Background: an optimization exercise with open tools, aiming at small area. Do not read the settings as production practice. RTL that was checked went through simulation tests only; none was proved equivalent to the original. Power is estimated from default activity; no workload was simulated.

## build 31
// ALU
module ALU #(parameter w = 8) (
    clk, rst, CE, IN_valid, MODE, CMD, OPA, OPB, Cin,
    ERR, RES, OF, COUT, G, L, E);
    input clk;
    input rst;
    input CE;
    input [1:0] IN_valid;
    input MODE;
    input [3:0] CMD;
    input [7:0] OPA;
    input [7:0] OPB;
    input Cin;
    output reg ERR;
    output reg OF;
    output reg COUT;
    output reg G;
    output reg L;
    output reg E;
    output reg [16:0] RES;
wire sgn_in = (CMD[3:2] == 2'b11) | (CMD[1:0] == 2'b11);   
wire [7:0] ca = {OPA[7] ^ sgn_in, OPA[6:0]};
wire [7:0] cb = {OPB[7] ^ sgn_in, OPB[6:0]};
wire [1:0] cmp_code = (ca == cb) ? 2'b11 : (ca < cb) ? 2'b01 : 2'b10;
wire [2:0] rot_amt = CMD[0] ? (3'd0 - OPB[2:0]) : OPB[2:0];
wire [7:0] rot_hot = 8'd1 << rot_amt;
reg need_a, need_b, bad;
reg rows_i, aq1_i, aq2_i, ci_i;
reg [3:0] s_i;
reg sela, selb, invb, rot;
reg [7:0] ka, kb;
always @(*) begin
    need_a = 1'b1; need_b = 1'b1; bad = 1'b0;
    rows_i = 1'b0; aq1_i = 1'b0; aq2_i = 1'b0; ci_i = 1'b0; s_i = 4'b0000;
    sela = 1'b1; selb = 1'b1; invb = 1'b0; rot = 1'b0; ka = 8'h00; kb = 8'h00;
    if (MODE) begin
        case (CMD)
            4'b0000: rows_i = 1'b1;
            4'b0001: begin rows_i = 1'b1; ci_i = 1'b1; s_i = 4'b1000; invb = 1'b1; end
            4'b0010: begin rows_i = 1'b1; ci_i = Cin; end
            4'b0011: begin rows_i = 1'b1; ci_i = ~Cin; invb = 1'b1;
                           s_i = {3'b100, Cin & (&OPB)}; end
            4'b0100: begin rows_i = 1'b1; ci_i = 1'b1; selb = 1'b0; need_b = 1'b0; end
            4'b0101: begin rows_i = 1'b1; s_i = 4'b1000; selb = 1'b0; kb = 8'hFF;
                           need_b = 1'b0; end
            4'b0110: begin rows_i = 1'b1; ci_i = 1'b1; sela = 1'b0; need_a = 1'b0; end
            4'b0111: begin rows_i = 1'b1; s_i = 4'b1000; sela = 1'b0; ka = 8'hFF;
                           need_a = 1'b0; end
            4'b1000: begin rows_i = 1'b1; s_i = {2'b01, cmp_code}; sela = 1'b0;
                           selb = 1'b0; end
  ...
Size in the first run: ~64 flip-flops, ~50 I/O pins, roughly 0.0056 mm^2 of cells after synthesis.
clock: 6.0 ns
lec_check: 0
cap_margin: 20
core_margin: 2
core_utilization: 66
cts_buf_list: sky130_fd_sc_hd__clkbuf_4 sky130_fd_sc_hd__clkbuf_8
slew_margin: 20
synth_hierarchical: 1
standard.sh (not shown) runs the stock make flow with config.mk's settings and CLKGATE_MAP_FILE= SYNTH_SCRIPT=/design/flow/synth_recipe.tcl, a recipe that flattens the netlist after the stock synthesis.
==> flow/flow/run.sh <==
#!/bin/bash
# Layout flow: the standard layout (standard.sh: ORFS from synthesis to
# finish) with these changes:
#  - synthesis maps the logic with an area-oriented ABC script (deepsyn, then
#    area mapping) instead of ORFS's delay-oriented one. Only the final abc
#    call of ORFS's synthesis is changed: its -script argument is replaced.
#    Everything else, registers included, is the standard synthesis
#    (synth_recipe.tcl).
#  - the buffers that the flow puts on every input and output port are buf_1
#    cells, not the resizer's default choice;
#  - clock tree synthesis adds no dummy loads to balance the tree.
# The full output of the run goes to standard.log in this folder; ORFS keeps
# each step's own log under orfs/logs/.
set -euo pipefail
W=$(pwd)
printf '%s\n' '&get -n' '&st' '&deepsyn -T 10' '&put' 'dch' 'map -a' 'topo' 'stime -c' > "$W/abc_area_deep.script"
cat > "$W/own_synth.tcl" <<EOT
proc abc {args} {
  set i [lsearch -exact \$args -script]
  if {\$i >= 0} { lset args [expr {\$i + 1}] {$W/abc_area_deep.script} }
  yosys abc {*}\$args
}
source {$W/synth_recipe.tcl}
EOT
bash standard.sh \
  "SYNTH_SCRIPT=$W/own_synth.tcl" \
  "BUFFER_PORTS_ARGS=-buffer_cell sky130_fd_sc_hd__buf_1" \
  "CTS_ARGS=-sink_clustering_enable -repair_clock_nets -buf_list {sky130_fd_sc_hd__clkbuf_4 sky130_fd_sc_hd__clkbuf_8} -dont_use_dummy_load" \
  finish > standard.log 2>&1
Having completed the whole flow, build 31 delivered a layout that passed the timing, DRC and antenna checks.
Inputs modified between build 31 and build 15:
Settings: a change of CORE_UTILIZATION from 66 to 60.
--- a/flow/flow/run.sh
+++ b/flow/flow/run.sh
@@ -15,3 +15,3 @@
 W=$(pwd)
-printf '%s\n' '&get -n' '&st' '&deepsyn -T 10' '&put' 'dch' 'map -a' 'topo' 'stime -c' > "$W/abc_area_deep.script"
+printf '%s\n' '&get -n' '&st' '&deepsyn -T 30' '&put' 'dch' 'map -a' 'topo' 'stime -c' > "$W/abc_area_deep.script"
 cat > "$W/own_synth.tcl" <<EOT
Findings:
- Between build 15 and build 31, the difference in number of cells after detailed placement is negligible.
- When build 15 is set beside build 31, its logic gate share of total power turns out to be 1.2 points smaller.
- Post-route cell area, build 15 vs build 31: down slightly
Inputs modified between build 15 and build 18:
--- a/flow/flow/run.sh
+++ b/flow/flow/run.sh
@@ -15,3 +15,3 @@
 W=$(pwd)
-printf '%s\n' '&get -n' '&st' '&deepsyn -T 30' '&put' 'dch' 'map -a' 'topo' 'stime -c' > "$W/abc_area_deep.script"
+printf '%s\n' '&get -n' '&st' '&deepsyn -T 10' '&put' 'dch' 'map -a' 'topo' 'stime -c' > "$W/abc_area_deep.script"
 cat > "$W/own_synth.tcl" <<EOT
@@ -27,3 +27,3 @@
   "BUFFER_PORTS_ARGS=-buffer_cell sky130_fd_sc_hd__buf_1" \
-  "CTS_ARGS=-sink_clustering_enable -repair_clock_nets -buf_list {sky130_fd_sc_hd__clkbuf_4 sky130_fd_sc_hd__clkbuf_8} -dont_use_dummy_load" \
+  "CTS_ARGS=-sink_clustering_enable -repair_clock_nets -root_buf sky130_fd_sc_hd__clkbuf_8 -buf_list {sky130_fd_sc_hd__clkbuf_4} -dont_use_dummy_load" \
   finish > standard.log 2>&1
--- outcome ---
- Compared with build 15, in build 18 cell area after layout neither gained nor lost much; synthesized cell count neither gained nor lost much; combinational power neither gained nor lost much.
- Comparing build 18 against build 15, there is no change at all in worst setup slack.
- Compared with build 15, in build 18 count of clock-buffer cells in the layout flat; die area flat; wire length of the first global-routing pass saw little to no change.
- Comparing build 15 against build 18, there is no change at all in post-synthesis to final-layout area growth.
- Clock skew of build 15 is on par with build 18.
- From build 18 to build 15, post-synthesis area per instance did not move at all.
Modified inputs, build 8 compared to build 18
Settings: CTS_BUF_LIST changed from sky130_fd_sc_hd__clkbuf_4 sky130_fd_sc_hd__clkbuf_8 to sky130_fd_sc_hd__clkbuf_4.
--- a/flow/flow/run.sh
+++ b/flow/flow/run.sh
@@ -15,3 +15,3 @@
 W=$(pwd)
-printf '%s\n' '&get -n' '&st' '&deepsyn -T 10' '&put' 'dch' 'map -a' 'topo' 'stime -c' > "$W/abc_area_deep.script"
+printf '%s\n' '&get -n' '&st' '&deepsyn -T 30' '&put' 'dch' 'map -a' 'topo' 'stime -c' > "$W/abc_area_deep.script"
 cat > "$W/own_synth.tcl" <<EOT
@@ -27,3 +27,3 @@
   "BUFFER_PORTS_ARGS=-buffer_cell sky130_fd_sc_hd__buf_1" \
-  "CTS_ARGS=-sink_clustering_enable -repair_clock_nets -root_buf sky130_fd_sc_hd__clkbuf_8 -buf_list {sky130_fd_sc_hd__clkbuf_4} -dont_use_dummy_load" \
+  "CTS_ARGS=-sink_clustering_enable -repair_clock_nets -buf_list {sky130_fd_sc_hd__clkbuf_4} -dont_use_dummy_load" \
   finish > standard.log 2>&1
Notes after the runs:
| final non-filler cell area | build 8 vs build 18 | better |. The routed wire length on met2 number comes out lower for build 8 vs build 18. Layout overhead on the synthesized area: build 8 lower than build 18. Comparing build 18 with build 8, the fraction of the cycle the final worst path needs came out essentially unchanged.
Function was not checked in any run of this note: the RTL went through the layout flow alone.


ALU, a different RTL version from the one above (not shown whole).
For scale: roughly 64 flip-flops, ~50 I/O pins, about 5600 sq um of cells after synthesis.
clock: 6.0 ns
lec_check: 0
cap_margin: 20
core_margin: 2
core_utilization: 60
cts_buf_list: sky130_fd_sc_hd__clkbuf_4 sky130_fd_sc_hd__clkbuf_8
gpl_routability_driven: 1
place_density: 0.75
slew_margin: 20
synth_hierarchical: 1
==> flow/flow/run.sh <==
#!/bin/bash
# Layout flow: the standard layout (standard.sh: ORFS from synthesis to
# finish) with these changes:
#  - synthesis maps the logic with an area-oriented ABC script (deepsyn, then
#    area mapping) instead of ORFS's delay-oriented one. Only the final abc
#    call of ORFS's synthesis is changed: its -script argument is replaced.
#    Everything else, registers included, is the standard synthesis
#    (synth_recipe.tcl).
#  - the buffers that the flow puts on every input and output port are buf_1
#    cells, not the resizer's default choice;
#  - clock tree synthesis adds no dummy loads to balance the tree.
# The full output of the run goes to standard.log in this folder; ORFS keeps
# each step's own log under orfs/logs/.
set -euo pipefail
W=$(pwd)
printf '%s\n' '&get -n' '&st' '&deepsyn -T 10' '&put' 'dch' 'map -a' 'topo' 'stime -c' > "$W/abc_area_deep.script"
cat > "$W/own_synth.tcl" <<EOT
proc abc {args} {
  set i [lsearch -exact \$args -script]
  if {\$i >= 0} { lset args [expr {\$i + 1}] {$W/abc_area_deep.script} }
  yosys abc {*}\$args
}
source {$W/synth_recipe.tcl}
EOT
bash standard.sh \
  "SYNTH_SCRIPT=$W/own_synth.tcl" \
  "BUFFER_PORTS_ARGS=-buffer_cell sky130_fd_sc_hd__buf_1" \
  "CTS_ARGS=-sink_clustering_enable -repair_clock_nets -buf_list {sky130_fd_sc_hd__clkbuf_4 sky130_fd_sc_hd__clkbuf_8} -dont_use_dummy_load" \
  finish > standard.log 2>&1
The starting point finished clean.
Next try:
==> flow/run.sh (new file) <==
#!/bin/bash
# synth_recipe.tcl (not shown) runs the flow's synth.tcl, then flattens the netlist and writes it again
# the make line also repeats each setting of config.mk as NAME=value (left out here)
make -C /OpenROAD-flow-scripts/flow DESIGN_CONFIG=/design/flow/config.mk WORK_HOME=/design/flow/orfs CLKGATE_MAP_FILE= SYNTH_SCRIPT=/design/flow/synth_recipe.tcl finish
GPL_ROUTABILITY_DRIVEN = not set   (was 1)
PLACE_DENSITY = not set   (was 0.75)
removed: flow/flow/run.sh
removed: flow/standard.sh
After rerunning: The new run completed with no timing, DRC or antenna violations; power grows by 2.1%; flip-flop and latch count stays the same; die area grows by 8.8%.
Next try:
==> flow/flow/run.sh (new file) <==
#!/bin/bash
# Layout flow: the standard layout (standard.sh: ORFS from synthesis to
# finish) with these changes:
#  - synthesis maps the logic with an area-oriented ABC script (deepsyn, then
#    area mapping) instead of ORFS's delay-oriented one. Only the final abc
#    call of ORFS's synthesis is changed: its -script argument is replaced.
#    Everything else, registers included, is the standard synthesis
#    (synth_recipe.tcl).
#  - the buffers that the flow puts on every input and output port are buf_1
#    cells, not the resizer's default choice;
#  - clock tree synthesis adds no dummy loads to balance the tree.
# The full output of the run goes to standard.log in this folder; ORFS keeps
# each step's own log under orfs/logs/.
set -euo pipefail
W=$(pwd)
printf '%s\n' '&get -n' '&st' '&deepsyn -T 10' '&put' 'dch' 'map -a' 'topo' 'stime -c' > "$W/abc_area_deep.script"
cat > "$W/own_synth.tcl" <<EOT
proc abc {args} {
  set i [lsearch -exact \$args -script]
  if {\$i >= 0} { lset args [expr {\$i + 1}] {$W/abc_area_deep.script} }
  yosys abc {*}\$args
}
source {$W/synth_recipe.tcl}
EOT
bash standard.sh \
  "SYNTH_SCRIPT=$W/own_synth.tcl" \
  "BUFFER_PORTS_ARGS=-buffer_cell sky130_fd_sc_hd__buf_1" \
  "CTS_ARGS=-sink_clustering_enable -repair_clock_nets -buf_list {sky130_fd_sc_hd__clkbuf_4 sky130_fd_sc_hd__clkbuf_8} -dont_use_dummy_load" \
  finish > standard.log 2>&1
==> flow/standard.sh (new file) <==
#!/bin/bash
# synth_recipe.tcl (not shown) runs the flow's synth.tcl, then flattens the netlist and writes it again
# the make line also repeats each setting of config.mk as NAME=value (left out here)
make -C /OpenROAD-flow-scripts/flow DESIGN_CONFIG=/design/flow/config.mk WORK_HOME=/design/flow/orfs CLKGATE_MAP_FILE= SYNTH_SCRIPT=/design/flow/synth_recipe.tcl "${@:-finish}"
removed: flow/run.sh
=>
- flip-flop and latch count stays the same
- design area shrinks by roughly a tenth
- synthesized cell count came out lower by a few percent
Next try:
GPL_ROUTABILITY_DRIVEN = 0   (was not set)
PLACE_DENSITY = 0.85   (was not set)
After rerunning:
- combinational power came out higher by about 3%
- synthesized cell count is unchanged
- worst hold slack gets worse by 0.013 ns
- fmax came out higher by 1.7%
- wire length came out higher by 1.0%
- total power came out higher by 1.3%


Setup of P:
ALU, a different RTL version from the one above (not shown whole).
Size: about 670 cells after synthesis, ~0.0056 mm2 of cells after synthesis.
export LEC_CHECK = 0
export CAP_MARGIN = 20
export CORE_MARGIN = 2
export CORE_UTILIZATION = 60
export CTS_BUF_LIST = sky130_fd_sc_hd__clkbuf_4 sky130_fd_sc_hd__clkbuf_8
export SLEW_MARGIN = 20
export SYNTH_HIERARCHICAL = 1
create_clock -name core_clock -period 6.0 [get_ports {clk}]
==> flow/flow/run.sh <==
#!/bin/bash
# Layout flow: the standard layout (standard.sh: ORFS from synthesis to
# finish) with these changes:
#  - synthesis maps the logic with an area-oriented ABC script (deepsyn, then
#    area mapping) instead of ORFS's delay-oriented one. Only the final abc
#    call of ORFS's synthesis is changed: its -script argument is replaced.
#    Everything else, registers included, is the standard synthesis
#    (synth_recipe.tcl).
#  - the buffers that the flow puts on every input and output port are buf_1
#    cells, not the resizer's default choice;
#  - clock tree synthesis adds no dummy loads to balance the tree and
#    clusters up to 32 flip-flops (within 100 um) per leaf buffer.
# The full output of the run goes to standard.log in this folder; ORFS keeps
# each step's own log under orfs/logs/.
set -euo pipefail
W=$(pwd)
printf '%s\n' '&get -n' '&st' '&deepsyn -T 10' '&put' 'dch' 'map -a' 'topo' 'stime -c' > "$W/abc_area_deep.script"
cat > "$W/own_synth.tcl" <<EOT
proc abc {args} {
  set i [lsearch -exact \$args -script]
  if {\$i >= 0} { lset args [expr {\$i + 1}] {$W/abc_area_deep.script} }
  yosys abc {*}\$args
}
source {$W/synth_recipe.tcl}
EOT
bash standard.sh \
  "SYNTH_SCRIPT=$W/own_synth.tcl" \
  "BUFFER_PORTS_ARGS=-buffer_cell sky130_fd_sc_hd__buf_1" \
  "CTS_ARGS=-sink_clustering_enable -repair_clock_nets -buf_list {sky130_fd_sc_hd__clkbuf_4 sky130_fd_sc_hd__clkbuf_8} -dont_use_dummy_load -sink_clustering_size 32 -sink_clustering_max_diameter 100" \
  finish > standard.log 2>&1
Modified inputs, Q compared to P
==> flow/flow/run.sh <==
#!/bin/bash
# Layout flow: the standard layout (standard.sh, all ORFS steps from
# synthesis to finish) with two changes: the buffers that the flow puts on
# every input and output port are buf_1 cells, not the resizer's default
# choice, and clock tree synthesis adds no dummy loads to balance the tree.
# The full output of the run goes to standard.log in this folder; ORFS keeps
# each step's own log under orfs/logs/.
set -euo pipefail
bash standard.sh \
  "BUFFER_PORTS_ARGS=-buffer_cell sky130_fd_sc_hd__buf_1" \
  "CTS_ARGS=-sink_clustering_enable -repair_clock_nets -buf_list {sky130_fd_sc_hd__clkbuf_4 sky130_fd_sc_hd__clkbuf_8} -dont_use_dummy_load" \
  finish > standard.log 2>&1
Findings:
- [Q] total power fell 31% relative to P
- | clock tree cell share of total cell area | Q vs P | ≈ equal |
- On normalized max-slew margin, Q does worse than P.
- Combinational power share: P and Q compared, higher one is P
- On Q: post-route core utilization is 2.3 points lower than what P gave.
- Looking only at synthesized cell count, and setting everything else aside, the higher value of P and Q goes to Q.
- In the tables for P and Q, overall die width reads lower with P.
- | clock share of power | lower: P |
### Q -> R
diff --git a/flow/flow/run.sh b/flow/flow/run.sh
--- a/flow/flow/run.sh
+++ b/flow/flow/run.sh
@@ -4,3 +4,5 @@
 # every input and output port are buf_1 cells, not the resizer's default
-# choice, and clock tree synthesis adds no dummy loads to balance the tree.
+# choice, clock tree synthesis adds no dummy loads to balance the tree, and after
+# global routing the resizer downsizes cells on paths with slack to spare
+# (RECOVER_POWER).
 # The full output of the run goes to standard.log in this folder; ORFS keeps
@@ -11,2 +13,3 @@
   "CTS_ARGS=-sink_clustering_enable -repair_clock_nets -buf_list {sky130_fd_sc_hd__clkbuf_4 sky130_fd_sc_hd__clkbuf_8} -dont_use_dummy_load" \
+  "RECOVER_POWER=100" \
   finish > standard.log 2>&1
### Flow results
On via-per-instance ratio, Q and R are basically level.
Looking at Q and R, the number of stages on the worst hold path is a wash.
[R] flow finished | final checks: failed | reasons: capacitance limit, slew limit
R vs Q — wire length on met1 dropped slightly
Input changes introduced in S (baseline for comparison: R):
==> flow/flow/run.sh <==
#!/bin/bash
# Layout flow: the standard layout (standard.sh, all ORFS steps from
# synthesis to finish) with one change: the buffers that the flow puts on
# every input and output port are buf_1 cells, not the resizer's default
# choice. The full output of the run goes to standard.log in this folder;
# ORFS keeps each step's own log under orfs/logs/.
set -euo pipefail
bash standard.sh "BUFFER_PORTS_ARGS=-buffer_cell sky130_fd_sc_hd__buf_1" finish > standard.log 2>&1
Status | R and S | clean except R. Status R: flow complete, layout not clean - capacitance limit, slew limit. Looking at met2 demand-to-capacity share in global routing, S sits 0.56 points higher than R does. Diff R -> S: wire length of the first global-routing pass went up; layout net count comparable. Area growth from synthesis to layout came out higher on S than on R. Going from R to S, period utilization barely changed; clock buffer count from CTS barely changed; minimum hold slack climbed 0.0056 ns; fraction of area in multi-input gates dropped 1.3 points; max capacitance violation total dropped 1. Of R and S, R shows the lower total power, with S above it.
Here is what was changed in the inputs of T compared with S.
==> flow/flow/run.sh <==
#!/bin/bash
# Layout flow: the standard layout (standard.sh: ORFS from synthesis to
# finish) with these changes:
#  - synthesis maps the logic with an area-oriented ABC script (deepsyn, then
#    area mapping) instead of ORFS's delay-oriented one. Only the final abc
#    call of ORFS's synthesis is changed: its -script argument is replaced.
#    Everything else, registers included, is the standard synthesis
#    (synth_recipe.tcl).
#  - the buffers that the flow puts on every input and output port are buf_1
#    cells, not the resizer's default choice;
#  - clock tree synthesis adds no dummy loads to balance the tree and
#    clusters up to 16 flip-flops (within 100 um) per leaf buffer.
# The full output of the run goes to standard.log in this folder; ORFS keeps
# each step's own log under orfs/logs/.
set -euo pipefail
W=$(pwd)
printf '%s\n' '&get -n' '&st' '&deepsyn -T 10' '&put' 'dch' 'map -a' 'topo' 'stime -c' > "$W/abc_area_deep.script"
cat > "$W/own_synth.tcl" <<EOT
proc abc {args} {
  set i [lsearch -exact \$args -script]
  if {\$i >= 0} { lset args [expr {\$i + 1}] {$W/abc_area_deep.script} }
  yosys abc {*}\$args
}
source {$W/synth_recipe.tcl}
EOT
bash standard.sh \
  "SYNTH_SCRIPT=$W/own_synth.tcl" \
  "BUFFER_PORTS_ARGS=-buffer_cell sky130_fd_sc_hd__buf_1" \
  "CTS_ARGS=-sink_clustering_enable -repair_clock_nets -buf_list {sky130_fd_sc_hd__clkbuf_4 sky130_fd_sc_hd__clkbuf_8} -dont_use_dummy_load -sink_clustering_size 16 -sink_clustering_max_diameter 100" \
  finish > standard.log 2>&1
Notes after the runs:
- Diff S and T: final setup slack of the worst path higher in S
- T ends up with a total area of multi-input combinational cells that is 440 um2 lower than in S.
- S has a higher post-route worst hold slack than T.
- Via count of the routed design: T > S

==> re-timing with driven ports <==
How much do the figures lean on ideal ports? The routed layouts below were timed once more, with nothing changed but the port constraints. Step 1 sets driving cells, clkbuf_16 on the clock port and buf_2 on the other inputs (assumed; they add their load-dependent delay and slew). Step 2 moves the port delays by t, midway between the first and last clock arrival at a register: inputs arrive t later, outputs are due t later. That takes back most of the time a late clock gives input paths. Slacks: ideal / step 1 / step 2; pairs: ideal / step 1.
run | t, ns | setup slack, ns | worst slew at a driven data input, ns
build 31 | 0.364 | 0.334 / 0.334 / 0.334 | 0.04
build 15 | 0.361 | 0.393 / 0.393 / 0.393 | 0.04
build 18 | 0.361 | 0.393 / 0.393 / 0.393 | 0.04
build 8 | 0.415 | 0.399 / 0.399 / 0.399 | 0.04
the first run of note 2 | 0.369 | 0.372 / 0.372 / 0.372 | 0.03
the second run of note 2 | 0.378 | 0.412 / 0.412 / 0.412 | 0.04
the third run of note 2 | 0.367 | 0.297 / 0.297 / 0.297 | 0.03
the fourth run of note 2 | 0.368 | 0.392 / 0.392 / 0.392 | 0.03
P | 0.357 | 0.352 / 0.352 / 0.352 | 0.03
Q | 0.373 | 0.354 / 0.354 / 0.354 | 0.03
R | 0.373 | 0.354 / 0.354 / 0.354 | 0.03
S | 0.380 | 0.361 / 0.361 / 0.361 | 0.03
T | 0.357 | 0.352 / 0.352 / 0.352 | 0.03
